What follows belongs to an exercise in optimizing a design on an open flow for small area, a short achievable clock period and few clock cycles per item; a production flow would make more cautious choices. Only the layout flow was run in this run; the RTL was not checked for function there.

`flow/constraint.sdc`:
```
create_clock -name core_clock -period 62.0 [get_ports {clk}]
set_input_delay 12.4000 -clock core_clock [delete_from_list [all_inputs] [get_ports {clk}]]
set_output_delay 12.4000 -clock core_clock [all_outputs]
set_load 0.01 [all_outputs]
```
`flow/design.v`:
```
module sigmoid_unit (
    input  wire               clk,
    input  wire               rst,
    input  wire               in_valid,
    input  wire signed [15:0] net_in,
    output wire               out_valid,
    output wire signed [31:0] f_net,
    output wire signed [31:0] x,
    output wire signed [31:0] y,
    output wire signed [31:0] z
);
reg [15:0] net_q;
reg        v0;
always @(posedge clk) begin
    net_q <= net_in;
    v0    <= in_valid & ~rst;
end
wire        s0 = net_q[15];
wire [15:0] d0 = ((net_q ^ {16{s0}}) + {15'd0, s0} + 16'd1000);
wire [10:0] tk9 = 11'd1953;
wire [10:0] df9;
wire        ge9;
pfx_row_h3_r11_11_11 row9 (.t(tk9), .d(d0[10:0]), .hz(~|d0[15:11]), .ge(ge9), .r(df9));
wire [10:0] tr9 = df9;
wire [11:0] tk8 = {tr9, 1'b0};
wire [11:0] df8;
wire        ge8;
pfx_row_h3_r12_12_12 row8 (.t(tk8), .d(d0[11:0]), .hz(~|d0[15:12]), .ge(ge8), .r(df8));
wire [11:0] tr8 = df8;
wire [12:0] tk7 = {tr8, 1'b0};
wire [12:0] df7;
wire        ge7;
pfx_row_h3_r13_13_13 row7 (.t(tk7), .d(d0[12:0]), .hz(~|d0[15:13]), .ge(ge7), .r(df7));
wire [12:0] tr7 = df7;
wire [13:0] tk6 = {tr7, 1'b0};
wire [13:0] df6;
wire        ge6;
pfx_row_h3_r14_14_14 row6 (.t(tk6), .d(d0[13:0]), .hz(~|d0[15:14]), .ge(ge6), .r(df6));
wire [13:0] tr6 = df6;
wire [14:0] tk5 = {tr6, 1'b1};
wire [14:0] df5;
wire        ge5;
pfx_row_h3_r15_15_15 row5 (.t(tk5), .d(d0[14:0]), .hz(~|d0[15:15]), .ge(ge5), .r(df5));
wire [14:0] tr5 = df5;
reg [15:0] d1;
reg        s1;
reg        v1;
reg [14:0] t1;
reg        q9_1;
reg        q8_1;
reg        q7_1;
reg        q6_1;
reg        q5_1;
always @(posedge clk) begin
    d1 <= d0;
    s1 <= s0;
    v1 <= v0 & ~rst;
    t1 <= tr5;
    q9_1 <= ge9;
    q8_1 <= ge8;
    q7_1 <= ge7;
    q6_1 <= ge6;
    q5_1 <= ge5;
end
wire [15:0] tk4 = {t1, 1'b1};
wire [14:0] df4;
wire        ge4;
pfx_row_bk_r15_16_16 row4 (.t(tk4), .d(d1[15:0]), .hz(1'b1), .ge(ge4), .r(df4));
wire [14:0] tr4 = df4;
wire [15:0] tk3 = {tr4, 1'b1};
wire [14:0] df3;
wire        ge3;
pfx_row_bk_r15_16_16 row3 (.t(tk3), .d(d1[15:0]), .hz(1'b1), .ge(ge3), .r(df3));
wire [14:0] tr3 = df3;
wire [15:0] tk2 = {tr3, 1'b1};
wire [14:0] df2;
wire        ge2;
pfx_row_bk_r15_16_16 row2 (.t(tk2), .d(d1[15:0]), .hz(1'b1), .ge(ge2), .r(df2));
wire [14:0] tr2 = df2;
wire [15:0] tk1 = {tr2, 1'b1};
wire [15:0] df1;
wire        ge1;
pfx_row_bk_r16_16_16 row1 (.t(tk1), .d(d1[15:0]), .hz(1'b1), .ge(ge1), .r(df1));
wire [15:0] tr1 = df1;
wire [16:0] tk0 = {tr1, 1'b1};
wire [15:0] df0;
wire        ge0;
pfx_row_bk_r16_17_16 row0 (.t(tk0), .d(d1[15:0]), .hz(1'b1), .ge(ge0), .r(df0));
wire [8:0]  qh = {q9_1, q8_1, q7_1, q6_1, q5_1, ge4, ge3, ge2, ge1};
wire        q0 = ge0;
wire [8:0]  v   = 9'd499 - qh;
wire [9:0]  nv  = 10'd0 - {1'b0, v};
wire [9:0]  zp  = 10'd999 - {1'b0, qh};
wire [9:0]  qh1 = {1'b0, qh} + 10'd1;
wire [9:0]  yv  = s1 ? (q0 ? {nv[8:0], 1'b0} : {~v, 1'b1}) : {v, ~q0};
wire [9:0]  zv  = s1 ? (q0 ? qh1 : {1'b0, qh}) : zp;
wire        yneg0 = s1 & (d1 >= 16'd1002);
wire        yneg1 = s1 & (d1 != 16'd1001);
wire        yneg2 = s1 & ((|d1[15:10]) | (d1[9:0] >= 10'd1002));
wire        yneg3 = s1 & (d1[15:1] != 15'd500);
wire [15:0] nn;
wire [16:0] nn_p, nn_g;
assign nn_g[0] = 1'b0; assign nn_p[0] = 1'b0;
assign nn_p[1] = (d1[0] ^ s1) ^ (s1); assign nn_g[1] = (d1[0] ^ s1) & (s1);
assign nn_p[2] = (d1[1] ^ s1) ^ (1'b0); assign nn_g[2] = (d1[1] ^ s1) & (1'b0);
assign nn_p[3] = (d1[2] ^ s1) ^ (1'b0); assign nn_g[3] = (d1[2] ^ s1) & (1'b0);
assign nn_p[4] = (d1[3] ^ s1) ^ (1'b1); assign nn_g[4] = (d1[3] ^ s1) & (1'b1);
assign nn_p[5] = (d1[4] ^ s1) ^ (~s1); assign nn_g[5] = (d1[4] ^ s1) & (~s1);
assign nn_p[6] = (d1[5] ^ s1) ^ (s1); assign nn_g[6] = (d1[5] ^ s1) & (s1);
assign nn_p[7] = (d1[6] ^ s1) ^ (s1); assign nn_g[7] = (d1[6] ^ s1) & (s1);
assign nn_p[8] = (d1[7] ^ s1) ^ (s1); assign nn_g[8] = (d1[7] ^ s1) & (s1);
assign nn_p[9] = (d1[8] ^ s1) ^ (s1); assign nn_g[9] = (d1[8] ^ s1) & (s1);
assign nn_p[10] = (d1[9] ^ s1) ^ (s1); assign nn_g[10] = (d1[9] ^ s1) & (s1);
assign nn_p[11] = (d1[10] ^ s1) ^ (~s1); assign nn_g[11] = (d1[10] ^ s1) & (~s1);
assign nn_p[12] = (d1[11] ^ s1) ^ (~s1); assign nn_g[12] = (d1[11] ^ s1) & (~s1);
assign nn_p[13] = (d1[12] ^ s1) ^ (~s1); assign nn_g[13] = (d1[12] ^ s1) & (~s1);
assign nn_p[14] = (d1[13] ^ s1) ^ (~s1); assign nn_g[14] = (d1[13] ^ s1) & (~s1);
assign nn_p[15] = (d1[14] ^ s1) ^ (~s1); assign nn_g[15] = (d1[14] ^ s1) & (~s1);
assign nn_p[16] = (d1[15] ^ s1) ^ (~s1); assign nn_g[16] = (d1[15] ^ s1) & (~s1);
wire nn_g0_1 = nn_g[1] | (nn_p[1] & nn_g[0]);
wire nn_p0_1 = nn_p[1] & nn_p[0];
wire nn_g1_2 = nn_g[2] | (nn_p[2] & nn_g0_1);
wire nn_p1_2 = nn_p[2] & nn_p0_1;
wire nn_g2_3 = nn_g[3] | (nn_p[3] & nn_g1_2);
wire nn_p2_3 = nn_p[3] & nn_p1_2;
wire nn_g3_4 = nn_g[4] | (nn_p[4] & nn_g2_3);
wire nn_p3_4 = nn_p[4] & nn_p2_3;
wire nn_g4_5 = nn_g[5] | (nn_p[5] & nn_g3_4);
wire nn_p4_5 = nn_p[5] & nn_p3_4;
wire nn_g5_6 = nn_g[6] | (nn_p[6] & nn_g4_5);
wire nn_p5_6 = nn_p[6] & nn_p4_5;
wire nn_g6_7 = nn_g[7] | (nn_p[7] & nn_g5_6);
wire nn_p6_7 = nn_p[7] & nn_p5_6;
wire nn_g7_8 = nn_g[8] | (nn_p[8] & nn_g6_7);
wire nn_p7_8 = nn_p[8] & nn_p6_7;
wire nn_g8_9 = nn_g[9] | (nn_p[9] & nn_g7_8);
wire nn_p8_9 = nn_p[9] & nn_p7_8;
wire nn_g9_10 = nn_g[10] | (nn_p[10] & nn_g8_9);
wire nn_p9_10 = nn_p[10] & nn_p8_9;
wire nn_g10_11 = nn_g[11] | (nn_p[11] & nn_g9_10);
wire nn_p10_11 = nn_p[11] & nn_p9_10;
wire nn_g11_12 = nn_g[12] | (nn_p[12] & nn_g10_11);
wire nn_p11_12 = nn_p[12] & nn_p10_11;
wire nn_g12_13 = nn_g[13] | (nn_p[13] & nn_g11_12);
wire nn_p12_13 = nn_p[13] & nn_p11_12;
wire nn_g13_14 = nn_g[14] | (nn_p[14] & nn_g12_13);
wire nn_p13_14 = nn_p[14] & nn_p12_13;
wire nn_g14_15 = nn_g[15] | (nn_p[15] & nn_g13_14);
wire nn_p14_15 = nn_p[15] & nn_p13_14;
wire nn_g15_16 = nn_g[16] | (nn_p[16] & nn_g14_15);
wire nn_p15_16 = nn_p[16] & nn_p14_15;
assign nn[0] = nn_p[1] ^ nn_g[0];
assign nn[1] = nn_p[2] ^ nn_g0_1;
assign nn[2] = nn_p[3] ^ nn_g1_2;
assign nn[3] = nn_p[4] ^ nn_g2_3;
assign nn[4] = nn_p[5] ^ nn_g3_4;
assign nn[5] = nn_p[6] ^ nn_g4_5;
assign nn[6] = nn_p[7] ^ nn_g5_6;
assign nn[7] = nn_p[8] ^ nn_g6_7;
assign nn[8] = nn_p[9] ^ nn_g7_8;
assign nn[9] = nn_p[10] ^ nn_g8_9;
assign nn[10] = nn_p[11] ^ nn_g9_10;
assign nn[11] = nn_p[12] ^ nn_g10_11;
assign nn[12] = nn_p[13] ^ nn_g11_12;
assign nn[13] = nn_p[14] ^ nn_g12_13;
assign nn[14] = nn_p[15] ^ nn_g13_14;
assign nn[15] = nn_p[16] ^ nn_g14_15;
wire [21:0] n22  = {{6{s1}}, nn};
wire [21:0] x1;
wire [22:0] x1_p, x1_g;
assign x1_g[0] = 1'b0; assign x1_p[0] = 1'b0;
assign x1_p[1] = (n22[0]) ^ (1'b0); assign x1_g[1] = (n22[0]) & (1'b0);
assign x1_p[2] = (n22[1]) ^ (1'b0); assign x1_g[2] = (n22[1]) & (1'b0);
assign x1_p[3] = (n22[2]) ^ (1'b0); assign x1_g[3] = (n22[2]) & (1'b0);
assign x1_p[4] = (n22[3]) ^ (1'b0); assign x1_g[4] = (n22[3]) & (1'b0);
assign x1_p[5] = (n22[4]) ^ (1'b0); assign x1_g[5] = (n22[4]) & (1'b0);
assign x1_p[6] = (n22[5]) ^ (1'b0); assign x1_g[6] = (n22[5]) & (1'b0);
assign x1_p[7] = (n22[6]) ^ (1'b0); assign x1_g[7] = (n22[6]) & (1'b0);
assign x1_p[8] = (n22[7]) ^ (n22[0]); assign x1_g[8] = (n22[7]) & (n22[0]);
assign x1_p[9] = (n22[8]) ^ (n22[1]); assign x1_g[9] = (n22[8]) & (n22[1]);
assign x1_p[10] = (n22[9]) ^ (n22[2]); assign x1_g[10] = (n22[9]) & (n22[2]);
assign x1_p[11] = (n22[10]) ^ (n22[3]); assign x1_g[11] = (n22[10]) & (n22[3]);
assign x1_p[12] = (n22[11]) ^ (n22[4]); assign x1_g[12] = (n22[11]) & (n22[4]);
assign x1_p[13] = (n22[12]) ^ (n22[5]); assign x1_g[13] = (n22[12]) & (n22[5]);
assign x1_p[14] = (n22[13]) ^ (n22[6]); assign x1_g[14] = (n22[13]) & (n22[6]);
assign x1_p[15] = (n22[14]) ^ (n22[7]); assign x1_g[15] = (n22[14]) & (n22[7]);
assign x1_p[16] = (n22[15]) ^ (n22[8]); assign x1_g[16] = (n22[15]) & (n22[8]);
assign x1_p[17] = (n22[16]) ^ (n22[9]); assign x1_g[17] = (n22[16]) & (n22[9]);
assign x1_p[18] = (n22[17]) ^ (n22[10]); assign x1_g[18] = (n22[17]) & (n22[10]);
assign x1_p[19] = (n22[18]) ^ (n22[11]); assign x1_g[19] = (n22[18]) & (n22[11]);
assign x1_p[20] = (n22[19]) ^ (n22[12]); assign x1_g[20] = (n22[19]) & (n22[12]);
assign x1_p[21] = (n22[20]) ^ (n22[13]); assign x1_g[21] = (n22[20]) & (n22[13]);
assign x1_p[22] = (n22[21]) ^ (n22[14]); assign x1_g[22] = (n22[21]) & (n22[14]);
wire x1_g0_1 = x1_g[1] | (x1_p[1] & x1_g[0]);
wire x1_p0_1 = x1_p[1] & x1_p[0];
wire x1_g1_2 = x1_g[2] | (x1_p[2] & x1_g0_1);
wire x1_p1_2 = x1_p[2] & x1_p0_1;
wire x1_g2_3 = x1_g[3] | (x1_p[3] & x1_g1_2);
wire x1_p2_3 = x1_p[3] & x1_p1_2;
wire x1_g3_4 = x1_g[4] | (x1_p[4] & x1_g2_3);
wire x1_p3_4 = x1_p[4] & x1_p2_3;
wire x1_g4_5 = x1_g[5] | (x1_p[5] & x1_g3_4);
wire x1_p4_5 = x1_p[5] & x1_p3_4;
wire x1_g5_6 = x1_g[6] | (x1_p[6] & x1_g4_5);
wire x1_p5_6 = x1_p[6] & x1_p4_5;
wire x1_g6_7 = x1_g[7] | (x1_p[7] & x1_g5_6);
wire x1_p6_7 = x1_p[7] & x1_p5_6;
wire x1_g7_8 = x1_g[8] | (x1_p[8] & x1_g6_7);
wire x1_p7_8 = x1_p[8] & x1_p6_7;
wire x1_g8_9 = x1_g[9] | (x1_p[9] & x1_g7_8);
wire x1_p8_9 = x1_p[9] & x1_p7_8;
wire x1_g9_10 = x1_g[10] | (x1_p[10] & x1_g8_9);
wire x1_p9_10 = x1_p[10] & x1_p8_9;
wire x1_g10_11 = x1_g[11] | (x1_p[11] & x1_g9_10);
wire x1_p10_11 = x1_p[11] & x1_p9_10;
wire x1_g11_12 = x1_g[12] | (x1_p[12] & x1_g10_11);
wire x1_p11_12 = x1_p[12] & x1_p10_11;
wire x1_g12_13 = x1_g[13] | (x1_p[13] & x1_g11_12);
wire x1_p12_13 = x1_p[13] & x1_p11_12;
wire x1_g13_14 = x1_g[14] | (x1_p[14] & x1_g12_13);
wire x1_p13_14 = x1_p[14] & x1_p12_13;
wire x1_g14_15 = x1_g[15] | (x1_p[15] & x1_g13_14);
wire x1_p14_15 = x1_p[15] & x1_p13_14;
wire x1_g15_16 = x1_g[16] | (x1_p[16] & x1_g14_15);
wire x1_p15_16 = x1_p[16] & x1_p14_15;
wire x1_g16_17 = x1_g[17] | (x1_p[17] & x1_g15_16);
wire x1_p16_17 = x1_p[17] & x1_p15_16;
wire x1_g17_18 = x1_g[18] | (x1_p[18] & x1_g16_17);
wire x1_p17_18 = x1_p[18] & x1_p16_17;
wire x1_g18_19 = x1_g[19] | (x1_p[19] & x1_g17_18);
wire x1_p18_19 = x1_p[19] & x1_p17_18;
wire x1_g19_20 = x1_g[20] | (x1_p[20] & x1_g18_19);
wire x1_p19_20 = x1_p[20] & x1_p18_19;
wire x1_g20_21 = x1_g[21] | (x1_p[21] & x1_g19_20);
wire x1_p20_21 = x1_p[21] & x1_p19_20;
wire x1_g21_22 = x1_g[22] | (x1_p[22] & x1_g20_21);
wire x1_p21_22 = x1_p[22] & x1_p20_21;
assign x1[0] = x1_p[1] ^ x1_g[0];
assign x1[1] = x1_p[2] ^ x1_g0_1;
assign x1[2] = x1_p[3] ^ x1_g1_2;
assign x1[3] = x1_p[4] ^ x1_g2_3;
assign x1[4] = x1_p[5] ^ x1_g3_4;
assign x1[5] = x1_p[6] ^ x1_g4_5;
assign x1[6] = x1_p[7] ^ x1_g5_6;
assign x1[7] = x1_p[8] ^ x1_g6_7;
assign x1[8] = x1_p[9] ^ x1_g7_8;
assign x1[9] = x1_p[10] ^ x1_g8_9;
assign x1[10] = x1_p[11] ^ x1_g9_10;
assign x1[11] = x1_p[12] ^ x1_g10_11;
assign x1[12] = x1_p[13] ^ x1_g11_12;
assign x1[13] = x1_p[14] ^ x1_g12_13;
assign x1[14] = x1_p[15] ^ x1_g13_14;
assign x1[15] = x1_p[16] ^ x1_g14_15;
assign x1[16] = x1_p[17] ^ x1_g15_16;
assign x1[17] = x1_p[18] ^ x1_g16_17;
assign x1[18] = x1_p[19] ^ x1_g17_18;
assign x1[19] = x1_p[20] ^ x1_g18_19;
assign x1[20] = x1_p[21] ^ x1_g19_20;
assign x1[21] = x1_p[22] ^ x1_g20_21;
wire [21:0] xx;
wire [22:0] xx_p, xx_g;
assign xx_g[0] = 1'b1; assign xx_p[0] = 1'b0;
assign xx_p[1] = (x1[0]) ^ (1'b1); assign xx_g[1] = (x1[0]) & (1'b1);
assign xx_p[2] = (x1[1]) ^ (1'b1); assign xx_g[2] = (x1[1]) & (1'b1);
assign xx_p[3] = (x1[2]) ^ (~n22[0]); assign xx_g[3] = (x1[2]) & (~n22[0]);
assign xx_p[4] = (x1[3]) ^ (~n22[1]); assign xx_g[4] = (x1[3]) & (~n22[1]);
assign xx_p[5] = (x1[4]) ^ (~n22[2]); assign xx_g[5] = (x1[4]) & (~n22[2]);
assign xx_p[6] = (x1[5]) ^ (~n22[3]); assign xx_g[6] = (x1[5]) & (~n22[3]);
assign xx_p[7] = (x1[6]) ^ (~n22[4]); assign xx_g[7] = (x1[6]) & (~n22[4]);
assign xx_p[8] = (x1[7]) ^ (~n22[5]); assign xx_g[8] = (x1[7]) & (~n22[5]);
assign xx_p[9] = (x1[8]) ^ (~n22[6]); assign xx_g[9] = (x1[8]) & (~n22[6]);
assign xx_p[10] = (x1[9]) ^ (~n22[7]); assign xx_g[10] = (x1[9]) & (~n22[7]);
assign xx_p[11] = (x1[10]) ^ (~n22[8]); assign xx_g[11] = (x1[10]) & (~n22[8]);
assign xx_p[12] = (x1[11]) ^ (~n22[9]); assign xx_g[12] = (x1[11]) & (~n22[9]);
assign xx_p[13] = (x1[12]) ^ (~n22[10]); assign xx_g[13] = (x1[12]) & (~n22[10]);
assign xx_p[14] = (x1[13]) ^ (~n22[11]); assign xx_g[14] = (x1[13]) & (~n22[11]);
assign xx_p[15] = (x1[14]) ^ (~n22[12]); assign xx_g[15] = (x1[14]) & (~n22[12]);
assign xx_p[16] = (x1[15]) ^ (~n22[13]); assign xx_g[16] = (x1[15]) & (~n22[13]);
assign xx_p[17] = (x1[16]) ^ (~n22[14]); assign xx_g[17] = (x1[16]) & (~n22[14]);
assign xx_p[18] = (x1[17]) ^ (~n22[15]); assign xx_g[18] = (x1[17]) & (~n22[15]);
assign xx_p[19] = (x1[18]) ^ (~n22[16]); assign xx_g[19] = (x1[18]) & (~n22[16]);
assign xx_p[20] = (x1[19]) ^ (~n22[17]); assign xx_g[20] = (x1[19]) & (~n22[17]);
assign xx_p[21] = (x1[20]) ^ (~n22[18]); assign xx_g[21] = (x1[20]) & (~n22[18]);
assign xx_p[22] = (x1[21]) ^ (~n22[19]); assign xx_g[22] = (x1[21]) & (~n22[19]);
wire xx_g0_1 = xx_g[1] | (xx_p[1] & xx_g[0]);
wire xx_p0_1 = xx_p[1] & xx_p[0];
wire xx_g1_2 = xx_g[2] | (xx_p[2] & xx_g0_1);
wire xx_p1_2 = xx_p[2] & xx_p0_1;
wire xx_g2_3 = xx_g[3] | (xx_p[3] & xx_g1_2);
wire xx_p2_3 = xx_p[3] & xx_p1_2;
wire xx_g3_4 = xx_g[4] | (xx_p[4] & xx_g2_3);
wire xx_p3_4 = xx_p[4] & xx_p2_3;
wire xx_g4_5 = xx_g[5] | (xx_p[5] & xx_g3_4);
wire xx_p4_5 = xx_p[5] & xx_p3_4;
wire xx_g5_6 = xx_g[6] | (xx_p[6] & xx_g4_5);
wire xx_p5_6 = xx_p[6] & xx_p4_5;
wire xx_g6_7 = xx_g[7] | (xx_p[7] & xx_g5_6);
wire xx_p6_7 = xx_p[7] & xx_p5_6;
wire xx_g7_8 = xx_g[8] | (xx_p[8] & xx_g6_7);
wire xx_p7_8 = xx_p[8] & xx_p6_7;
wire xx_g8_9 = xx_g[9] | (xx_p[9] & xx_g7_8);
wire xx_p8_9 = xx_p[9] & xx_p7_8;
wire xx_g9_10 = xx_g[10] | (xx_p[10] & xx_g8_9);
wire xx_p9_10 = xx_p[10] & xx_p8_9;
wire xx_g10_11 = xx_g[11] | (xx_p[11] & xx_g9_10);
wire xx_p10_11 = xx_p[11] & xx_p9_10;
wire xx_g11_12 = xx_g[12] | (xx_p[12] & xx_g10_11);
wire xx_p11_12 = xx_p[12] & xx_p10_11;
wire xx_g12_13 = xx_g[13] | (xx_p[13] & xx_g11_12);
wire xx_p12_13 = xx_p[13] & xx_p11_12;
wire xx_g13_14 = xx_g[14] | (xx_p[14] & xx_g12_13);
wire xx_p13_14 = xx_p[14] & xx_p12_13;
wire xx_g14_15 = xx_g[15] | (xx_p[15] & xx_g13_14);
wire xx_p14_15 = xx_p[15] & xx_p13_14;
wire xx_g15_16 = xx_g[16] | (xx_p[16] & xx_g14_15);
wire xx_p15_16 = xx_p[16] & xx_p14_15;
wire xx_g16_17 = xx_g[17] | (xx_p[17] & xx_g15_16);
wire xx_p16_17 = xx_p[17] & xx_p15_16;
wire xx_g17_18 = xx_g[18] | (xx_p[18] & xx_g16_17);
wire xx_p17_18 = xx_p[18] & xx_p16_17;
wire xx_g18_19 = xx_g[19] | (xx_p[19] & xx_g17_18);
wire xx_p18_19 = xx_p[19] & xx_p17_18;
wire xx_g19_20 = xx_g[20] | (xx_p[20] & xx_g18_19);
wire xx_p19_20 = xx_p[20] & xx_p18_19;
wire xx_g20_21 = xx_g[21] | (xx_p[21] & xx_g19_20);
wire xx_p20_21 = xx_p[21] & xx_p19_20;
wire xx_g21_22 = xx_g[22] | (xx_p[22] & xx_g20_21);
wire xx_p21_22 = xx_p[22] & xx_p20_21;
assign xx[0] = xx_p[1] ^ xx_g[0];
assign xx[1] = xx_p[2] ^ xx_g0_1;
assign xx[2] = xx_p[3] ^ xx_g1_2;
assign xx[3] = xx_p[4] ^ xx_g2_3;
assign xx[4] = xx_p[5] ^ xx_g3_4;
assign xx[5] = xx_p[6] ^ xx_g4_5;
assign xx[6] = xx_p[7] ^ xx_g5_6;
assign xx[7] = xx_p[8] ^ xx_g6_7;
assign xx[8] = xx_p[9] ^ xx_g7_8;
assign xx[9] = xx_p[10] ^ xx_g8_9;
assign xx[10] = xx_p[11] ^ xx_g9_10;
assign xx[11] = xx_p[12] ^ xx_g10_11;
assign xx[12] = xx_p[13] ^ xx_g11_12;
assign xx[13] = xx_p[14] ^ xx_g12_13;
assign xx[14] = xx_p[15] ^ xx_g13_14;
assign xx[15] = xx_p[16] ^ xx_g14_15;
assign xx[16] = xx_p[17] ^ xx_g15_16;
assign xx[17] = xx_p[18] ^ xx_g16_17;
assign xx[18] = xx_p[19] ^ xx_g17_18;
assign xx[19] = xx_p[20] ^ xx_g18_19;
assign xx[20] = xx_p[21] ^ xx_g19_20;
assign xx[21] = xx_p[22] ^ xx_g20_21;
reg        vo;
reg [2:0] xs;
reg [3:0] ys;
reg [21:0] xr;
reg [9:0]  yr;
reg [9:0]  zr;
always @(posedge clk) begin
    vo <= v1 & ~rst;
    xs[0] <= s1;
    xs[1] <= s1 & (d1 != 16'd1000);
    xs[2] <= nn[15];
    ys[0] <= yneg0;
    ys[1] <= yneg1;
    ys[2] <= yneg2;
    ys[3] <= yneg3;
    xr <= xx;
    yr <= yv;
    zr <= zv;
end
assign out_valid = vo;
assign x     = {xs[0], xs[0], xs[0], xs[1], xs[1], xs[2], xs[2], xr, 3'b000};
assign y     = {ys[0], ys[0], ys[0], ys[0], ys[0], ys[0], ys[1], ys[1], ys[1], ys[1], ys[1], ys[2], ys[2], ys[2], ys[2], ys[2], ys[2], ys[3], ys[3], ys[3], ys[3], ys[3], yr};
assign z     = {21'd0, zr, yr[0]};
assign f_net = {22'd0, zr};
endmodule
module pfx_row_h3_r11_11_11 (
    input  wire [10:0] t,
    input  wire [10:0] d,
    input  wire        hz,
    output wire        ge,
    output wire [10:0] r
);
wire [10:0] dd = d;
wire [10:0] p = ~(t ^ dd);    
wire [10:0] g = ~t & dd;      
wire g0_1 = g[1] | (p[1] & g[0]);
wire p0_1 = p[1] & p[0];
wire g0_4 = g[4] | (p[4] & g[3]);
wire p0_4 = p[4] & p[3];
wire g0_7 = g[7] | (p[7] & g[6]);
wire p0_7 = p[7] & p[6];
wire g0_10 = g[10] | (p[10] & g[9]);
wire p0_10 = p[10] & p[9];
wire g1_2 = g[2] | (p[2] & g0_1);
wire p1_2 = p[2] & p0_1;
wire g1_5 = g[5] | (p[5] & g0_4);
wire p1_5 = p[5] & p0_4;
wire g1_8 = g[8] | (p[8] & g0_7);
wire p1_8 = p[8] & p0_7;
wire g2_5 = g1_5 | (p1_5 & g1_2);
wire p2_5 = p1_5 & p1_2;
wire g3_8 = g1_8 | (p1_8 & g2_5);
wire p3_8 = p1_8 & p2_5;
wire g4_3 = g[3] | (p[3] & g1_2);
wire p4_3 = p[3] & p1_2;
wire g4_4 = g0_4 | (p0_4 & g1_2);
wire p4_4 = p0_4 & p1_2;
wire g4_6 = g[6] | (p[6] & g2_5);
wire p4_6 = p[6] & p2_5;
wire g4_7 = g0_7 | (p0_7 & g2_5);
wire p4_7 = p0_7 & p2_5;
wire g4_9 = g[9] | (p[9] & g3_8);
wire p4_9 = p[9] & p3_8;
wire g4_10 = g0_10 | (p0_10 & g3_8);
wire p4_10 = p0_10 & p3_8;
wire [10:0] bi = {g4_9, g3_8, g4_7, g4_6, g2_5, g4_4, g4_3, g1_2, g0_1, g[0], 1'b0};
assign ge = hz & ~g4_10;
wire [10:0] df = t ^ dd ^ bi;
assign r  = ge ? df[10:0] : t[10:0];
endmodule
module pfx_row_h3_r12_12_12 (
    input  wire [11:0] t,
    input  wire [11:0] d,
    input  wire        hz,
    output wire        ge,
    output wire [11:0] r
);
wire [11:0] dd = d;
wire [11:0] p = ~(t ^ dd);    
wire [11:0] g = ~t & dd;      
wire g0_1 = g[1] | (p[1] & g[0]);
wire p0_1 = p[1] & p[0];
wire g0_4 = g[4] | (p[4] & g[3]);
wire p0_4 = p[4] & p[3];
wire g0_7 = g[7] | (p[7] & g[6]);
wire p0_7 = p[7] & p[6];
wire g0_10 = g[10] | (p[10] & g[9]);
wire p0_10 = p[10] & p[9];
wire g1_2 = g[2] | (p[2] & g0_1);
wire p1_2 = p[2] & p0_1;
wire g1_5 = g[5] | (p[5] & g0_4);
wire p1_5 = p[5] & p0_4;
wire g1_8 = g[8] | (p[8] & g0_7);
wire p1_8 = p[8] & p0_7;
wire g1_11 = g[11] | (p[11] & g0_10);
wire p1_11 = p[11] & p0_10;
wire g2_5 = g1_5 | (p1_5 & g1_2);
wire p2_5 = p1_5 & p1_2;
wire g2_11 = g1_11 | (p1_11 & g1_8);
wire p2_11 = p1_11 & p1_8;
wire g3_8 = g1_8 | (p1_8 & g2_5);
wire p3_8 = p1_8 & p2_5;
wire g3_11 = g2_11 | (p2_11 & g2_5);
wire p3_11 = p2_11 & p2_5;
wire g4_3 = g[3] | (p[3] & g1_2);
wire p4_3 = p[3] & p1_2;
wire g4_4 = g0_4 | (p0_4 & g1_2);
wire p4_4 = p0_4 & p1_2;
wire g4_6 = g[6] | (p[6] & g2_5);
wire p4_6 = p[6] & p2_5;
wire g4_7 = g0_7 | (p0_7 & g2_5);
wire p4_7 = p0_7 & p2_5;
wire g4_9 = g[9] | (p[9] & g3_8);
wire p4_9 = p[9] & p3_8;
wire g4_10 = g0_10 | (p0_10 & g3_8);
wire p4_10 = p0_10 & p3_8;
wire [11:0] bi = {g4_10, g4_9, g3_8, g4_7, g4_6, g2_5, g4_4, g4_3, g1_2, g0_1, g[0], 1'b0};
assign ge = hz & ~g3_11;
wire [11:0] df = t ^ dd ^ bi;
assign r  = ge ? df[11:0] : t[11:0];
endmodule
module pfx_row_h3_r13_13_13 (
    input  wire [12:0] t,
    input  wire [12:0] d,
    input  wire        hz,
    output wire        ge,
    output wire [12:0] r
);
wire [12:0] dd = d;
wire [12:0] p = ~(t ^ dd);    
wire [12:0] g = ~t & dd;      
wire g0_1 = g[1] | (p[1] & g[0]);
wire p0_1 = p[1] & p[0];
wire g0_4 = g[4] | (p[4] & g[3]);
wire p0_4 = p[4] & p[3];
wire g0_7 = g[7] | (p[7] & g[6]);
wire p0_7 = p[7] & p[6];
wire g0_10 = g[10] | (p[10] & g[9]);
wire p0_10 = p[10] & p[9];
wire g1_2 = g[2] | (p[2] & g0_1);
wire p1_2 = p[2] & p0_1;
wire g1_5 = g[5] | (p[5] & g0_4);
wire p1_5 = p[5] & p0_4;
wire g1_8 = g[8] | (p[8] & g0_7);
wire p1_8 = p[8] & p0_7;
wire g1_11 = g[11] | (p[11] & g0_10);
wire p1_11 = p[11] & p0_10;
wire g2_5 = g1_5 | (p1_5 & g1_2);
wire p2_5 = p1_5 & p1_2;
wire g2_11 = g1_11 | (p1_11 & g1_8);
wire p2_11 = p1_11 & p1_8;
wire g3_8 = g1_8 | (p1_8 & g2_5);
wire p3_8 = p1_8 & p2_5;
wire g3_11 = g2_11 | (p2_11 & g2_5);
wire p3_11 = p2_11 & p2_5;
wire g4_3 = g[3] | (p[3] & g1_2);
wire p4_3 = p[3] & p1_2;
wire g4_4 = g0_4 | (p0_4 & g1_2);
wire p4_4 = p0_4 & p1_2;
wire g4_6 = g[6] | (p[6] & g2_5);
wire p4_6 = p[6] & p2_5;
wire g4_7 = g0_7 | (p0_7 & g2_5);
wire p4_7 = p0_7 & p2_5;
wire g4_9 = g[9] | (p[9] & g3_8);
wire p4_9 = p[9] & p3_8;
wire g4_10 = g0_10 | (p0_10 & g3_8);
wire p4_10 = p0_10 & p3_8;
wire g4_12 = g[12] | (p[12] & g3_11);
wire p4_12 = p[12] & p3_11;
wire [12:0] bi = {g3_11, g4_10, g4_9, g3_8, g4_7, g4_6, g2_5, g4_4, g4_3, g1_2, g0_1, g[0], 1'b0};
assign ge = hz & ~g4_12;
wire [12:0] df = t ^ dd ^ bi;
assign r  = ge ? df[12:0] : t[12:0];
endmodule
module pfx_row_h3_r14_14_14 (
    input  wire [13:0] t,
    input  wire [13:0] d,
    input  wire        hz,
    output wire        ge,
    output wire [13:0] r
);
wire [13:0] dd = d;
wire [13:0] p = ~(t ^ dd);    
wire [13:0] g = ~t & dd;      
wire g0_1 = g[1] | (p[1] & g[0]);
wire p0_1 = p[1] & p[0];
wire g0_4 = g[4] | (p[4] & g[3]);
wire p0_4 = p[4] & p[3];
wire g0_7 = g[7] | (p[7] & g[6]);
wire p0_7 = p[7] & p[6];
wire g0_10 = g[10] | (p[10] & g[9]);
wire p0_10 = p[10] & p[9];
wire g0_13 = g[13] | (p[13] & g[12]);
wire p0_13 = p[13] & p[12];
wire g1_2 = g[2] | (p[2] & g0_1);
wire p1_2 = p[2] & p0_1;
wire g1_5 = g[5] | (p[5] & g0_4);
wire p1_5 = p[5] & p0_4;
wire g1_8 = g[8] | (p[8] & g0_7);
wire p1_8 = p[8] & p0_7;
wire g1_11 = g[11] | (p[11] & g0_10);
wire p1_11 = p[11] & p0_10;
wire g2_5 = g1_5 | (p1_5 & g1_2);
wire p2_5 = p1_5 & p1_2;
wire g2_11 = g1_11 | (p1_11 & g1_8);
wire p2_11 = p1_11 & p1_8;
wire g3_8 = g1_8 | (p1_8 & g2_5);
wire p3_8 = p1_8 & p2_5;
wire g3_11 = g2_11 | (p2_11 & g2_5);
wire p3_11 = p2_11 & p2_5;
wire g4_3 = g[3] | (p[3] & g1_2);
wire p4_3 = p[3] & p1_2;
wire g4_4 = g0_4 | (p0_4 & g1_2);
wire p4_4 = p0_4 & p1_2;
wire g4_6 = g[6] | (p[6] & g2_5);
wire p4_6 = p[6] & p2_5;
wire g4_7 = g0_7 | (p0_7 & g2_5);
wire p4_7 = p0_7 & p2_5;
wire g4_9 = g[9] | (p[9] & g3_8);
wire p4_9 = p[9] & p3_8;
wire g4_10 = g0_10 | (p0_10 & g3_8);
wire p4_10 = p0_10 & p3_8;
wire g4_12 = g[12] | (p[12] & g3_11);
wire p4_12 = p[12] & p3_11;
wire g4_13 = g0_13 | (p0_13 & g3_11);
wire p4_13 = p0_13 & p3_11;
wire [13:0] bi = {g4_12, g3_11, g4_10, g4_9, g3_8, g4_7, g4_6, g2_5, g4_4, g4_3, g1_2, g0_1, g[0], 1'b0};
assign ge = hz & ~g4_13;
wire [13:0] df = t ^ dd ^ bi;
assign r  = ge ? df[13:0] : t[13:0];
endmodule
module pfx_row_h3_r15_15_15 (
    input  wire [14:0] t,
    input  wire [14:0] d,
    input  wire        hz,
    output wire        ge,
    output wire [14:0] r
);
wire [14:0] dd = d;
wire [14:0] p = ~(t ^ dd);    
wire [14:0] g = ~t & dd;      
wire g0_1 = g[1] | (p[1] & g[0]);
wire p0_1 = p[1] & p[0];
wire g0_4 = g[4] | (p[4] & g[3]);
wire p0_4 = p[4] & p[3];
wire g0_7 = g[7] | (p[7] & g[6]);
wire p0_7 = p[7] & p[6];
wire g0_10 = g[10] | (p[10] & g[9]);
wire p0_10 = p[10] & p[9];
wire g0_13 = g[13] | (p[13] & g[12]);
wire p0_13 = p[13] & p[12];
wire g1_2 = g[2] | (p[2] & g0_1);
wire p1_2 = p[2] & p0_1;
wire g1_5 = g[5] | (p[5] & g0_4);
wire p1_5 = p[5] & p0_4;
wire g1_8 = g[8] | (p[8] & g0_7);
wire p1_8 = p[8] & p0_7;
wire g1_11 = g[11] | (p[11] & g0_10);
wire p1_11 = p[11] & p0_10;
wire g1_14 = g[14] | (p[14] & g0_13);
wire p1_14 = p[14] & p0_13;
wire g2_5 = g1_5 | (p1_5 & g1_2);
wire p2_5 = p1_5 & p1_2;
wire g2_11 = g1_11 | (p1_11 & g1_8);
wire p2_11 = p1_11 & p1_8;
wire g3_8 = g1_8 | (p1_8 & g2_5);
wire p3_8 = p1_8 & p2_5;
wire g3_11 = g2_11 | (p2_11 & g2_5);
wire p3_11 = p2_11 & p2_5;
wire g4_14 = g1_14 | (p1_14 & g3_11);
wire p4_14 = p1_14 & p3_11;
wire g5_3 = g[3] | (p[3] & g1_2);
wire p5_3 = p[3] & p1_2;
wire g5_4 = g0_4 | (p0_4 & g1_2);
wire p5_4 = p0_4 & p1_2;
wire g5_6 = g[6] | (p[6] & g2_5);
wire p5_6 = p[6] & p2_5;
wire g5_7 = g0_7 | (p0_7 & g2_5);
wire p5_7 = p0_7 & p2_5;
wire g5_9 = g[9] | (p[9] & g3_8);
wire p5_9 = p[9] & p3_8;
wire g5_10 = g0_10 | (p0_10 & g3_8);
wire p5_10 = p0_10 & p3_8;
wire g5_12 = g[12] | (p[12] & g3_11);
wire p5_12 = p[12] & p3_11;
wire g5_13 = g0_13 | (p0_13 & g3_11);
wire p5_13 = p0_13 & p3_11;
wire [14:0] bi = {g5_13, g5_12, g3_11, g5_10, g5_9, g3_8, g5_7, g5_6, g2_5, g5_4, g5_3, g1_2, g0_1, g[0], 1'b0};
assign ge = hz & ~g4_14;
wire [14:0] df = t ^ dd ^ bi;
assign r  = ge ? df[14:0] : t[14:0];
endmodule
module pfx_row_bk_r15_16_16 (
    input  wire [15:0] t,
    input  wire [15:0] d,
    input  wire        hz,
    output wire        ge,
    output wire [14:0] r
);
wire [15:0] dd = d;
wire [15:0] p = ~(t ^ dd);    
wire [15:0] g = ~t & dd;      
wire g0_1 = g[1] | (p[1] & g[0]);
wire p0_1 = p[1] & p[0];
wire g0_3 = g[3] | (p[3] & g[2]);
wire p0_3 = p[3] & p[2];
wire g0_5 = g[5] | (p[5] & g[4]);
wire p0_5 = p[5] & p[4];
wire g0_7 = g[7] | (p[7] & g[6]);
wire p0_7 = p[7] & p[6];
wire g0_9 = g[9] | (p[9] & g[8]);
wire p0_9 = p[9] & p[8];
wire g0_11 = g[11] | (p[11] & g[10]);
wire p0_11 = p[11] & p[10];
wire g0_13 = g[13] | (p[13] & g[12]);
wire p0_13 = p[13] & p[12];
wire g0_15 = g[15] | (p[15] & g[14]);
wire p0_15 = p[15] & p[14];
wire g1_3 = g0_3 | (p0_3 & g0_1);
wire p1_3 = p0_3 & p0_1;
wire g1_7 = g0_7 | (p0_7 & g0_5);
wire p1_7 = p0_7 & p0_5;
wire g1_11 = g0_11 | (p0_11 & g0_9);
wire p1_11 = p0_11 & p0_9;
wire g1_15 = g0_15 | (p0_15 & g0_13);
wire p1_15 = p0_15 & p0_13;
wire g2_7 = g1_7 | (p1_7 & g1_3);
wire p2_7 = p1_7 & p1_3;
wire g2_15 = g1_15 | (p1_15 & g1_11);
wire p2_15 = p1_15 & p1_11;
wire g3_15 = g2_15 | (p2_15 & g2_7);
wire p3_15 = p2_15 & p2_7;
wire g4_11 = g1_11 | (p1_11 & g2_7);
wire p4_11 = p1_11 & p2_7;
wire g5_5 = g0_5 | (p0_5 & g1_3);
wire p5_5 = p0_5 & p1_3;
wire g5_9 = g0_9 | (p0_9 & g2_7);
wire p5_9 = p0_9 & p2_7;
wire g5_13 = g0_13 | (p0_13 & g4_11);
wire p5_13 = p0_13 & p4_11;
wire g6_2 = g[2] | (p[2] & g0_1);
wire p6_2 = p[2] & p0_1;
wire g6_4 = g[4] | (p[4] & g1_3);
wire p6_4 = p[4] & p1_3;
wire g6_6 = g[6] | (p[6] & g5_5);
wire p6_6 = p[6] & p5_5;
wire g6_8 = g[8] | (p[8] & g2_7);
wire p6_8 = p[8] & p2_7;
wire g6_10 = g[10] | (p[10] & g5_9);
wire p6_10 = p[10] & p5_9;
wire g6_12 = g[12] | (p[12] & g4_11);
wire p6_12 = p[12] & p4_11;
wire g6_14 = g[14] | (p[14] & g5_13);
wire p6_14 = p[14] & p5_13;
wire [15:0] bi = {g6_14, g5_13, g6_12, g4_11, g6_10, g5_9, g6_8, g2_7, g6_6, g5_5, g6_4, g1_3, g6_2, g0_1, g[0], 1'b0};
assign ge = hz & ~g3_15;
wire [15:0] df = t ^ dd ^ bi;
assign r  = ge ? df[14:0] : t[14:0];
endmodule
module pfx_row_bk_r16_16_16 (
    input  wire [15:0] t,
    input  wire [15:0] d,
    input  wire        hz,
    output wire        ge,
    output wire [15:0] r
);
wire [15:0] dd = d;
wire [15:0] p = ~(t ^ dd);    
wire [15:0] g = ~t & dd;      
wire g0_1 = g[1] | (p[1] & g[0]);
wire p0_1 = p[1] & p[0];
wire g0_3 = g[3] | (p[3] & g[2]);
wire p0_3 = p[3] & p[2];
wire g0_5 = g[5] | (p[5] & g[4]);
wire p0_5 = p[5] & p[4];
wire g0_7 = g[7] | (p[7] & g[6]);
wire p0_7 = p[7] & p[6];
wire g0_9 = g[9] | (p[9] & g[8]);
wire p0_9 = p[9] & p[8];
wire g0_11 = g[11] | (p[11] & g[10]);
wire p0_11 = p[11] & p[10];
wire g0_13 = g[13] | (p[13] & g[12]);
wire p0_13 = p[13] & p[12];
wire g0_15 = g[15] | (p[15] & g[14]);
wire p0_15 = p[15] & p[14];
wire g1_3 = g0_3 | (p0_3 & g0_1);
wire p1_3 = p0_3 & p0_1;
wire g1_7 = g0_7 | (p0_7 & g0_5);
wire p1_7 = p0_7 & p0_5;
wire g1_11 = g0_11 | (p0_11 & g0_9);
wire p1_11 = p0_11 & p0_9;
wire g1_15 = g0_15 | (p0_15 & g0_13);
wire p1_15 = p0_15 & p0_13;
wire g2_7 = g1_7 | (p1_7 & g1_3);
wire p2_7 = p1_7 & p1_3;
wire g2_15 = g1_15 | (p1_15 & g1_11);
wire p2_15 = p1_15 & p1_11;
wire g3_15 = g2_15 | (p2_15 & g2_7);
wire p3_15 = p2_15 & p2_7;
wire g4_11 = g1_11 | (p1_11 & g2_7);
wire p4_11 = p1_11 & p2_7;
wire g5_5 = g0_5 | (p0_5 & g1_3);
wire p5_5 = p0_5 & p1_3;
wire g5_9 = g0_9 | (p0_9 & g2_7);
wire p5_9 = p0_9 & p2_7;
wire g5_13 = g0_13 | (p0_13 & g4_11);
wire p5_13 = p0_13 & p4_11;
wire g6_2 = g[2] | (p[2] & g0_1);
wire p6_2 = p[2] & p0_1;
wire g6_4 = g[4] | (p[4] & g1_3);
wire p6_4 = p[4] & p1_3;
wire g6_6 = g[6] | (p[6] & g5_5);
wire p6_6 = p[6] & p5_5;
wire g6_8 = g[8] | (p[8] & g2_7);
wire p6_8 = p[8] & p2_7;
wire g6_10 = g[10] | (p[10] & g5_9);
wire p6_10 = p[10] & p5_9;
wire g6_12 = g[12] | (p[12] & g4_11);
wire p6_12 = p[12] & p4_11;
wire g6_14 = g[14] | (p[14] & g5_13);
wire p6_14 = p[14] & p5_13;
wire [15:0] bi = {g6_14, g5_13, g6_12, g4_11, g6_10, g5_9, g6_8, g2_7, g6_6, g5_5, g6_4, g1_3, g6_2, g0_1, g[0], 1'b0};
assign ge = hz & ~g3_15;
wire [15:0] df = t ^ dd ^ bi;
assign r  = ge ? df[15:0] : t[15:0];
endmodule
module pfx_row_bk_r16_17_16 (
    input  wire [16:0] t,
    input  wire [15:0] d,
    input  wire        hz,
    output wire        ge,
    output wire [15:0] r
);
wire [16:0] dd = {1'd0, d};
wire [16:0] p = ~(t ^ dd);    
wire [16:0] g = ~t & dd;      
wire g0_1 = g[1] | (p[1] & g[0]);
wire p0_1 = p[1] & p[0];
wire g0_3 = g[3] | (p[3] & g[2]);
wire p0_3 = p[3] & p[2];
wire g0_5 = g[5] | (p[5] & g[4]);
wire p0_5 = p[5] & p[4];
wire g0_7 = g[7] | (p[7] & g[6]);
wire p0_7 = p[7] & p[6];
wire g0_9 = g[9] | (p[9] & g[8]);
wire p0_9 = p[9] & p[8];
wire g0_11 = g[11] | (p[11] & g[10]);
wire p0_11 = p[11] & p[10];
wire g0_13 = g[13] | (p[13] & g[12]);
wire p0_13 = p[13] & p[12];
wire g0_15 = g[15] | (p[15] & g[14]);
wire p0_15 = p[15] & p[14];
wire g1_3 = g0_3 | (p0_3 & g0_1);
wire p1_3 = p0_3 & p0_1;
wire g1_7 = g0_7 | (p0_7 & g0_5);
wire p1_7 = p0_7 & p0_5;
wire g1_11 = g0_11 | (p0_11 & g0_9);
wire p1_11 = p0_11 & p0_9;
wire g1_15 = g0_15 | (p0_15 & g0_13);
wire p1_15 = p0_15 & p0_13;
wire g2_7 = g1_7 | (p1_7 & g1_3);
wire p2_7 = p1_7 & p1_3;
wire g2_15 = g1_15 | (p1_15 & g1_11);
wire p2_15 = p1_15 & p1_11;
wire g3_15 = g2_15 | (p2_15 & g2_7);
wire p3_15 = p2_15 & p2_7;
wire g4_11 = g1_11 | (p1_11 & g2_7);
wire p4_11 = p1_11 & p2_7;
wire g5_5 = g0_5 | (p0_5 & g1_3);
wire p5_5 = p0_5 & p1_3;
wire g5_9 = g0_9 | (p0_9 & g2_7);
wire p5_9 = p0_9 & p2_7;
wire g5_13 = g0_13 | (p0_13 & g4_11);
wire p5_13 = p0_13 & p4_11;
wire g6_2 = g[2] | (p[2] & g0_1);
wire p6_2 = p[2] & p0_1;
wire g6_4 = g[4] | (p[4] & g1_3);
wire p6_4 = p[4] & p1_3;
wire g6_6 = g[6] | (p[6] & g5_5);
wire p6_6 = p[6] & p5_5;
wire g6_8 = g[8] | (p[8] & g2_7);
wire p6_8 = p[8] & p2_7;
wire g6_10 = g[10] | (p[10] & g5_9);
wire p6_10 = p[10] & p5_9;
wire g6_12 = g[12] | (p[12] & g4_11);
wire p6_12 = p[12] & p4_11;
wire g6_14 = g[14] | (p[14] & g5_13);
wire p6_14 = p[14] & p5_13;
wire g6_16 = g[16] | (p[16] & g3_15);
wire p6_16 = p[16] & p3_15;
wire [16:0] bi = {g3_15, g6_14, g5_13, g6_12, g4_11, g6_10, g5_9, g6_8, g2_7, g6_6, g5_5, g6_4, g1_3, g6_2, g0_1, g[0], 1'b0};
assign ge = hz & ~g6_16;
wire [16:0] df = t ^ dd ^ bi;
assign r  = ge ? df[15:0] : t[15:0];
endmodule
```
`flow/standard.sh`:
```
#!/bin/bash
# synth_recipe.tcl (not shown) runs the flow's synth.tcl, then flattens the netlist and writes it again
# the make line also repeats each setting of config.mk as NAME=value (left out here)
make -C /OpenROAD-flow-scripts/flow DESIGN_CONFIG=/design/flow/config.mk WORK_HOME=/design/flow/orfs CLKGATE_MAP_FILE= SYNTH_SCRIPT=/design/flow/synth_recipe.tcl "${@:-finish}"
```
`flow/config.mk`:
```
export PLATFORM = sky130hd
export DESIGN_NAME = sigmoid_unit
export DESIGN_NICKNAME = sigmoid_unit
export VERILOG_FILES = /design/flow/design.v
export SDC_FILE = /design/flow/constraint.sdc
export NUM_CORES = 4
export LEC_CHECK = 0
export ABC_AREA = 1
export CAP_MARGIN = 20
export CORE_MARGIN = 2
export CORE_UTILIZATION = 40
export CTS_BUF_LIST = sky130_fd_sc_hd__clkbuf_4 sky130_fd_sc_hd__clkbuf_8
export SLEW_MARGIN = 20
```
`flow/flow/run.sh`:
```
#!/bin/bash
set -euo pipefail
export BUFFER_PORTS_ARGS="-buffer_cell sky130_fd_sc_hd__buf_1"
# one tie cell drives all constant outputs
export SKIP_REPAIR_TIE_FANOUT=1
# stronger flip-flops where one drives several output buffers
export POST_GLOBAL_PLACE_TCL=$PWD/flow/upsize_out_ff.tcl UPSIZE_FF4_MIN=4 UPSIZE_FF2_MIN=2
bash standard.sh > standard.log 2>&1
```
`flow/flow/upsize_out_ff.tcl`:
```
# Give the flip-flops that drive several output-port buffers (the copies of
# the sign bits, and the z bits that also drive f_net) a stronger drive.
set block [ord::get_db_block]
set n_up 0
foreach inst [$block getInsts] {
  if {[[$inst getMaster] getName] ne "sky130_fd_sc_hd__dfxtp_1"} { continue }
  set q [$inst findITerm Q]
  set net [$q getNet]
  if {$net eq "NULL"} { continue }
  set nout 0
  foreach it [$net getITerms] {
    if {[string match "output*" [[$it getInst] getName]]} { incr nout }
  }
  if {$nout >= $::env(UPSIZE_FF4_MIN)} {
    replace_cell [$inst getName] sky130_fd_sc_hd__dfxtp_4
    incr n_up
  } elseif {$nout >= $::env(UPSIZE_FF2_MIN)} {
    replace_cell [$inst getName] sky130_fd_sc_hd__dfxtp_2
    incr n_up
  }
}
puts "upsize_out_ff: resized $n_up flip-flops"
```
==> summary.txt <==
worst paths after layout:
kind | cells after the start | slack [ns] | endpoint | start
setup / recovery | 1 | 48.67 | y[28] | ys[0]
hold / removal | 2 | 0.41 | v1 | v0
setup reg to reg | 73 | 49.56 | t1[13] | net_q[15]
hold reg to reg | 2 | 0.41 | v1 | v0
worst reg2reg max path, delay by kind of cell, from the launching register on:
family | cells | cell delay [ns]
AND/OR/NAND/NOR | 31 | 3.65
adder cells (fa/ha/maj) | 10 | 2.84
AO/OA/AOI/OAI | 14 | 2.49
buffers and inverters | 16 | 2.25
XOR/XNOR | 2 | 0.78
flip-flops | 1 | 0.32
registers in the layout, summed over array words and instances (netlist names), 3 cells and up:
signal and count:
d1 16, t1 15, ys 4, net_q 16, yr 8, xr 22
xs 3, zr 10
kinds of logic (layout without fill, tap and decap cells):
kind of cell	after synthesis	count (layout)	synth area share
AOI/OAI and AO/OA	214	214	0.109
xor gates and xnor gates	99	99	0.0796
adders and majority gates	212	212	0.290
buffers and inverters	303	318	0.132
DFF	103	103	0.185
muxes	1	1	0.000897
other	1	1	0.000336
and+or+nand+nor	527	527	0.204
final cells by class:
cell class / instances / area share
Sequential cell: 103 / 0.182
Clock buffer: 10 / 0.0114
Multi-Input combinational cell: 1054 / 0.661
Inverter: 195 / 0.0635
Timing Repair Buffer: 107 / 0.0368
Clock inverter: 6 / 0.00467
Tap cell: 378 / 0.0410
routing by layer:
layer / global-route usage / up-vias
met5: 0 / -
met4: 0.0431 / 0
met3: 0.0231 / 27
met2: 0.310 / 136
met1: 0.192 / 4076
li1: - / 4593
cell usage after synthesis, types with 5 or more instances:
cell | n | area share
nor2_2 | 5 | 0.0028
nand2_2 | 25 | 0.014
inv_2 | 13 | 0.0044
nor2_1 | 61 | 0.021
inv_1 | 179 | 0.060
nand3_1 | 48 | 0.022
o21bai_1 | 5 | 0.0034
a21o_1 | 12 | 0.0081
xnor2_1 | 39 | 0.031
xor2_1 | 58 | 0.046
o21a_1 | 6 | 0.0040
buf_1 | 6 | 0.0020
nor3_1 | 8 | 0.0036
nand2_1 | 349 | 0.12
nand4_1 | 8 | 0.0045
ha_1 | 135 | 0.15
o21ai_1 | 39 | 0.017
buf_4 | 83 | 0.056
a21oi_1 | 57 | 0.026
o21ai_0 | 67 | 0.030
a31oi_1 | 9 | 0.0050
a221oi_1 | 5 | 0.0039
clkbuf_1 | 15 | 0.0050
nand3_2 | 7 | 0.0063
dfxtp_1 | 103 | 0.18
fa_1 | 77 | 0.14
metrics by stage:
| step | hold slack (ns) | cell area, um^2 | util |
|---|---|---|---|
| CTS | 0.413 | 11500 | 0.417 |
| global route | 0.435 | 11500 | 0.417 |
| global placement | 0.391 | 11300 | 0.409 |
| detailed placement | 0.395 | 11300 | 0.411 |
| floorplan | 0.388 | 11200 | - |
| finish | 0.410 | 11500 | 0.417 |
==> summary.txt <==
Global routing
  • Initial antenna violation count: 0
  • First-pass GRT wire length: 39000 um
  • Vias in the first global route: 8534
  • Overall routing resource usage: 0.164
  • Total grt overflow: 0
  • Pin count of the biggest net entering global routing: 47

Route
  • Drt total wl: 22800 um
  • Met3 wire len: 690 um
  • Top Layer Used: met4
  • Drc violations: 0
  • DR WL met2: 11400 um
  • Final ANT Viol Nets: 0
  • 1st-iter DRT viols: 346
  • Via count: 8832
  • Wire length per cell: 12.3 um
  • Drt first pass iters: 5
  • Vias per std cell: 4.77
  • Wl on met1: 10200 um

Clocking
  • CTS tree: yes
  • Maximum root-to-sink buffer count: 2
  • Cts bufs inserted: 9
  • Sink Count: 103
  • Root Driver: clkbuf_8
  • H-tree depth: 3
  • Clk slew on worst S/H paths: 0.12 ns
  • PostCTS Resize Cnt: 0
  • Post-CTS setup buffer count: 0
  • Worst-Skew Late Latency: 0.40 ns
  • # hold bufs at CTS: 0

STA
  • Worst setup margin: 48.67 ns
  • Setup_tns: 0 ns
  • Slew Viols, Final: 0
  • Final setup fails: 0
  • Fmax: 0.0750 GHz
  • RSZ-0062 raised after global routing: false
  • Count of final hold-check violations: 0
  • Worst-Margin Slew: 0.938 ns
  • Final period util: 0.215
  • Relative slew margins: 0.374
  • Worst clock skew: 0.0243 ns
  • Final critical-path required period: 13.33 ns

Floorplanning
  • # IOs: 148
  • Die footprint: 29200 um^2
  • Die height: 171 um
  • Row count: 61
  • CORE AREA: 27600 um^2
  • Starting Density: 0.404
  • DIE WIDTH: 171 um

Synthesis
  • Syn Nets: 1691
  • Number of synthesized flops with an enable pin: 0
  • Yosys cell types: 53
  • Syn Area/Cell: 7.64 um^2
  • Mapped Cells: 1460
  • Sequential share of the synthesized area: 0.185
  • Warnings from Yosys: 1
  • Flops & latches, synth: 103
  • Mapped Area: 11200 um^2
  • Async SR Flop Fraction: 0
  • Top_reg_cell synth: dfxtp_1

Cells and area
  • ANT cells: 0
  • Most frequent cells in the layout: 349 x nand2_1, 179 x inv_1, 135 x ha_1
  • Most common cell after layout, fill and taps aside: nand2_1
  • Syn-to-layout area delta: 3.37%
  • Post-Layout Cell Count: 1853
  • Reg area: 2100 um^2
  • Share of cells above drive strength 1: 0.0739
  • Layout Nets: 1701
  • Fillers: 2902
  • Multi-input gate area in the final layout: 7620 um^2

Worst setup path
  • CP cell instances: buf_1
  • Crit Path Class: reg -> out
  • Data arrival, critical path: 0.93 ns
  • Worst Path Buf+Inv: 1
  • Crit path launch type: register
  • CP peak stage delay: 0.38 ns
  • Critical Path RT: 49.60 ns
  • Slowest cell on crit path: dfxtp_4
  • Critical path fanouts, max: 6
  • Delay-heaviest family, CP: flip-flops
  • Crit end category: output port

Placed design
  • IO buf count: 101
  • DP HPWL: 19100 um
  • DP Cell Count: 1837
  • Post-place setup slack: 49.10 ns

Min path
  • Hold Crit Class: reg -> reg

Run
  • Max-capacitance violation count: 0

Outcome
  • Status: no timing/DRC/antenna violations

==> port drivers added, routing unchanged <==
The flow's constraints put no driver on any port. The routed layout listed below was extracted and timed again, unchanged, in two steps. Step 1 assumes that a clkbuf_16 drives the clock port and a buf_2 every other input. Step 2 adds t to the input delays and takes it off the output delays; t is the mean of the earliest and latest rising clock arrival at the registers after step 1. Input paths then give back, and output paths get back, about the clock's delay inside the block. a / b / c = no drivers / after step 1 / after step 2; a / b = the first two.
shift t [ns]: 0.424
setup slack, ns: 48.668 / 48.628 / 49.053
hold WS [ns]: 0.410 / 0.410 / 0.410
worst setup path at the end: register to output
After both steps this run still meets setup and hold. The setup slack of this run moves by -0.040 ns with the drivers and by +0.385 ns with both steps.
